This is an optimization exercise on Yosys and OpenROAD, whose aim is small area, a short achievable clock period and few clock cycles per item, not a production implementation.
In this exercise RTL edits were held to simulation tests only and were not proved equivalent to the original.
No activity file was given, so power comes from the tool's default toggle rates.

==> flow/design.v <==
module top(
    input clk,
    input rst_n,
    input start,
    input Clr,
    output [191:0] C,
    output done,
    output [31:0] mem_address,
    output mem_read,
    input [63:0] mem_readdata,
    input mem_readdatavalid,
    input mem_waitrequest
);
    logic       run;        
    logic       rd_q;       
    logic [3:0] addr;       
    logic       have_b;     
    logic       done_q;
    logic       spec;       
    logic       l_full;     
    logic       r_busy;     
    logic [1:0] r_cnt;      
    logic [2:0] rotcnt;     
    logic       a_v, a_first, a_last;   
    logic       b_last;     
    logic       u_acc0, u_acc1, u_rs;   
    wire accept = rd_q & ~mem_waitrequest;
    wire row_v  = mem_readdatavalid & have_b & ~spec;
    wire b_v    = mem_readdatavalid & ~have_b & ~spec;
    wire r_end  = r_busy & (r_cnt == 2'd3);
    wire r_take_l  = l_full & (~r_busy | r_end);
    wire l_load    = row_v;
    wire rot    = b_last;
    logic [3:0] addr_n;
    logic       l_full_n, r_busy_n;
    logic [1:0] r_cnt_n;
    always_comb begin
        addr_n = accept ? addr + 4'd1 : addr;
        l_full_n = l_load | (l_full & ~r_take_l);
        if (r_take_l) begin
            r_busy_n = 1'b1;
            r_cnt_n = 2'd0;
        end else begin
            r_busy_n = r_busy & ~r_end;
            r_cnt_n = r_cnt + {1'b0, r_busy};
        end
    end
    always_ff @(posedge clk, negedge rst_n) begin
        if (!rst_n) begin
            run <= 1'b0;
            rd_q <= 1'b0;
            addr <= 4'd0;
            have_b <= 1'b0;
            done_q <= 1'b0;
            spec <= 1'b0;
            l_full <= 1'b0;
            r_busy <= 1'b0;
            r_cnt <= 2'd0;
            rotcnt <= 3'd0;
            a_v <= 1'b0;
            a_first <= 1'b0;
            a_last <= 1'b0;
            b_last <= 1'b0;
            u_acc0 <= 1'b0;
            u_acc1 <= 1'b0;
            u_rs <= 1'b0;
        end else begin
            if (start) begin
                run <= 1'b1;
                rd_q <= 1'b1;
                addr <= accept ? 4'd1 : 4'd0;
                have_b <= 1'b0;
                done_q <= 1'b0;
                rotcnt <= 3'd0;
            end else if (!run) begin
                if (!done_q) begin
                    done_q <= 1'b1;
                    rd_q <= 1'b1;
                    addr <= 4'd0;
                end else if (accept) begin
                    rd_q <= 1'b0;
                end
            end else begin
                addr <= addr_n;
                rd_q <= (addr_n != 4'd9) & (~l_full_n | ~r_busy_n | r_cnt_n[1]);
                if (b_v) have_b <= 1'b1;
                if (rot) begin
                    rotcnt <= rotcnt + 3'd1;
                    if (rotcnt == 3'd7) begin
                        done_q <= 1'b1;
                        run <= 1'b0;
                        rd_q <= 1'b1;
                        addr <= 4'd0;
                    end
                end
            end
            if (accept & ~run & ~start) spec <= 1'b1;
            else if (mem_readdatavalid) spec <= 1'b0;
            l_full <= l_full_n;
            r_busy <= r_busy_n;
            r_cnt <= r_cnt_n;
            a_v <= r_busy;
            a_first <= r_busy & (r_cnt == 2'd0);
            a_last <= r_end;
            b_last <= a_v & a_last;
            u_acc0 <= (r_busy & (r_cnt == 2'd0)) & ~(a_v & a_last);
            u_acc1 <= (r_busy & (r_cnt == 2'd0)) & (a_v & a_last);
            u_rs <= ~(r_busy & (r_cnt == 2'd0));
        end
    end
    assign mem_read = rd_q;
    assign mem_address = {28'd0, addr};
    assign done = done_q;
    logic [63:0] L, R, bv;
    logic [9:0]  t3a, t3b;      
    always_ff @(posedge clk) begin
        if (l_load) L <= mem_readdata;
        if (r_take_l) R <= L;
        else R <= {16'd0, R[63:16]};
        if (b_v) bv <= mem_readdata;
        else if (r_busy) bv <= {bv[15:0], bv[63:16]};
    end
    wire [15:0] b_next = r_busy ? bv[31:16] : bv[15:0];
    always_ff @(posedge clk) begin
        t3a <= {2'b00, b_next[7:0]} + {1'b0, b_next[7:0], 1'b0};
        t3b <= {2'b00, b_next[15:8]} + {1'b0, b_next[15:8], 1'b0};
    end
    function automatic [9:0] pick(input [1:0] d, input [7:0] bb, input [9:0] bb3);
        case (d)
            2'd0: pick = 10'd0;
            2'd1: pick = {2'b00, bb};
            2'd2: pick = {1'b0, bb, 1'b0};
            default: pick = bb3;
        endcase
    endfunction
    wire [16:0] r0 = {7'd0, pick(R[1:0],   bv[7:0],  t3a)};
    wire [16:0] r1 = {5'd0, pick(R[3:2],   bv[7:0],  t3a), 2'd0};
    wire [16:0] r2 = {3'd0, pick(R[5:4],   bv[7:0],  t3a), 4'd0};
    wire [16:0] r3 = {1'd0, pick(R[7:6],   bv[7:0],  t3a), 6'd0};
    wire [16:0] r4 = {7'd0, pick(R[9:8],   bv[15:8], t3b)};
    wire [16:0] r5 = {5'd0, pick(R[11:10], bv[15:8], t3b), 2'd0};
    wire [16:0] r6 = {3'd0, pick(R[13:12], bv[15:8], t3b), 4'd0};
    wire [16:0] r7 = {1'd0, pick(R[15:14], bv[15:8], t3b), 6'd0};
    function automatic [47:0] csa(input [23:0] x, input [23:0] y, input [23:0] z);
        csa = {x ^ y ^ z, (x[22:0] & y[22:0]) | (x[22:0] & z[22:0]) | (y[22:0] & z[22:0]), 1'b0};
    endfunction
    logic [23:0] q0, q1, q2, q3;
    wire  [23:0] s1, c1, s2, c2;
    assign {s1, c1} = csa({7'd0, r0}, {7'd0, r1}, {7'd0, r2});
    assign {s2, c2} = csa({7'd0, r4}, {7'd0, r5}, {7'd0, r6});
    always_ff @(posedge clk) begin
        {q0, q1} <= csa(s1, c1, {7'd0, r3});
        {q2, q3} <= csa(s2, c2, {7'd0, r7});
    end
    logic [7:0][23:0] acc;
    logic [23:0] rs_s, rs_c;
    wire  [23:0] u_s = ({24{u_acc0}} & acc[0]) | ({24{u_acc1}} & acc[1]) | ({24{u_rs}} & rs_s);
    wire  [23:0] u_c = {24{u_rs}} & rs_c;
    wire  [23:0] s3, c3, s4, c4, s5, c5;
    assign {s3, c3} = csa(q0, q1, q2);
    assign {s4, c4} = csa(s3, c3, q3);
    assign {s5, c5} = csa(s4, c4, u_c);
    always_ff @(posedge clk) {rs_s, rs_c} <= csa(s5, c5, u_s);
    wire clr = Clr | ~rst_n;
    wire [23:0] sum = rs_s + rs_c;
    always_ff @(posedge clk) begin
        if (clr) begin
            for (int i = 0; i < 8; i++) acc[i] <= 24'd0;
        end else if (rot) begin
            for (int i = 0; i < 7; i++) acc[i] <= acc[i+1];
            acc[7] <= sum;
        end
    end
    assign C = acc;
endmodule
export LEC_CHECK = 0
export CAP_MARGIN = 20
export CORE_MARGIN = 2
export CORE_UTILIZATION = 40
export CTS_CLUSTER_DIAMETER = 100
export CTS_CLUSTER_SIZE = 30
export SETUP_SLACK_MARGIN = 3.5
export SLEW_MARGIN = 20
create_clock -name core_clock -period 6.0 [get_ports {clk}]
standard.sh (not shown) runs the stock make flow with config.mk's settings and CLKGATE_MAP_FILE= SYNTH_SCRIPT=/design/flow/synth_recipe.tcl, a recipe that flattens the netlist after the stock synthesis.
==> flow/flow/run.sh <==
#!/bin/bash
# The standard layout (the standard.sh), with sky130_fd_sc_hd__buf_1 as
# the buffer that buffer_ports puts on every input and output port.
set -o pipefail
export BUFFER_PORTS_ARGS="-buffer_cell sky130_fd_sc_hd__buf_1"
bash standard.sh 2>&1 | tee standard.log
The first run finished with timing, DRC and antenna clean.
Testbench counts at the start, summed over its fixed seeds: cycles 11,161, items 192.
Next try:
--- a/flow/design.v
+++ b/flow/design.v
@@ -114,10 +114,11 @@
     logic [63:0] L, R, bv;
     logic [9:0]  t3a, t3b;      
     always_ff @(posedge clk) begin
         if (l_load) L <= mem_readdata;
-        if (r_take_l) R <= L;
-        else R <= {16'd0, R[63:16]};
+        R[63:48] <= L[63:48];
+        if (r_take_l) R[47:0] <= L[47:0];
+        else R[47:0] <= R[63:16];
         if (b_v) bv <= mem_readdata;
         else if (r_busy) bv <= {bv[15:0], bv[63:16]};
     end
     wire [15:0] b_next = r_busy ? bv[31:16] : bv[15:0];
After rerunning: The new run passed the timing, DRC and antenna checks; first-iteration DRC count came out lower by 25%; via count came out lower by 3.9%; power came out higher by 13%; utilization came out higher by 0.17 points; final area came out lower by 1.1%; sequential cell count does not change; routed wire length came out lower by 3.7%; critical path depth does not change; cell count came out lower by 4.4%; die area came out lower by 0.76%; sequential share of layout area came out higher by 0.51 points.
Testbench counts after the change, summed over its fixed seeds: cycles 11,161, items 192.

separate check: timing with driven ports:
Ports are ideal in the flow. The routed layouts listed here were re-timed in OpenROAD.
Step 1, drivers: a clkbuf_16 drives clk and a buf_2 each remaining input, both assumed.
Step 2 also shifts input and output timing later by t, the mid clock arrival at the registers, as if the neighbouring blocks saw the same clock.
Slacks: ideal ports / drivers / drivers and shift; pairs: ideal ports / drivers.
| run | t (ns) | slack for setup (ns) | worst hold slack (ns) | cell pins on the clock port's net |
|---|---|---|---|---|
| the first run | 0.628 | 3.500 / 3.499 / 3.058 | 0.408 / 0.408 / 0.408 | 1 |
| the second run | 0.629 | 3.519 / 3.480 / 3.029 | 0.347 / 0.347 / 0.347 | 1 |
After both steps setup and hold are still met in every run listed. The setup slack of the second run, which loses most, moves by -0.039 ns with the drivers and by -0.490 ns with both steps.
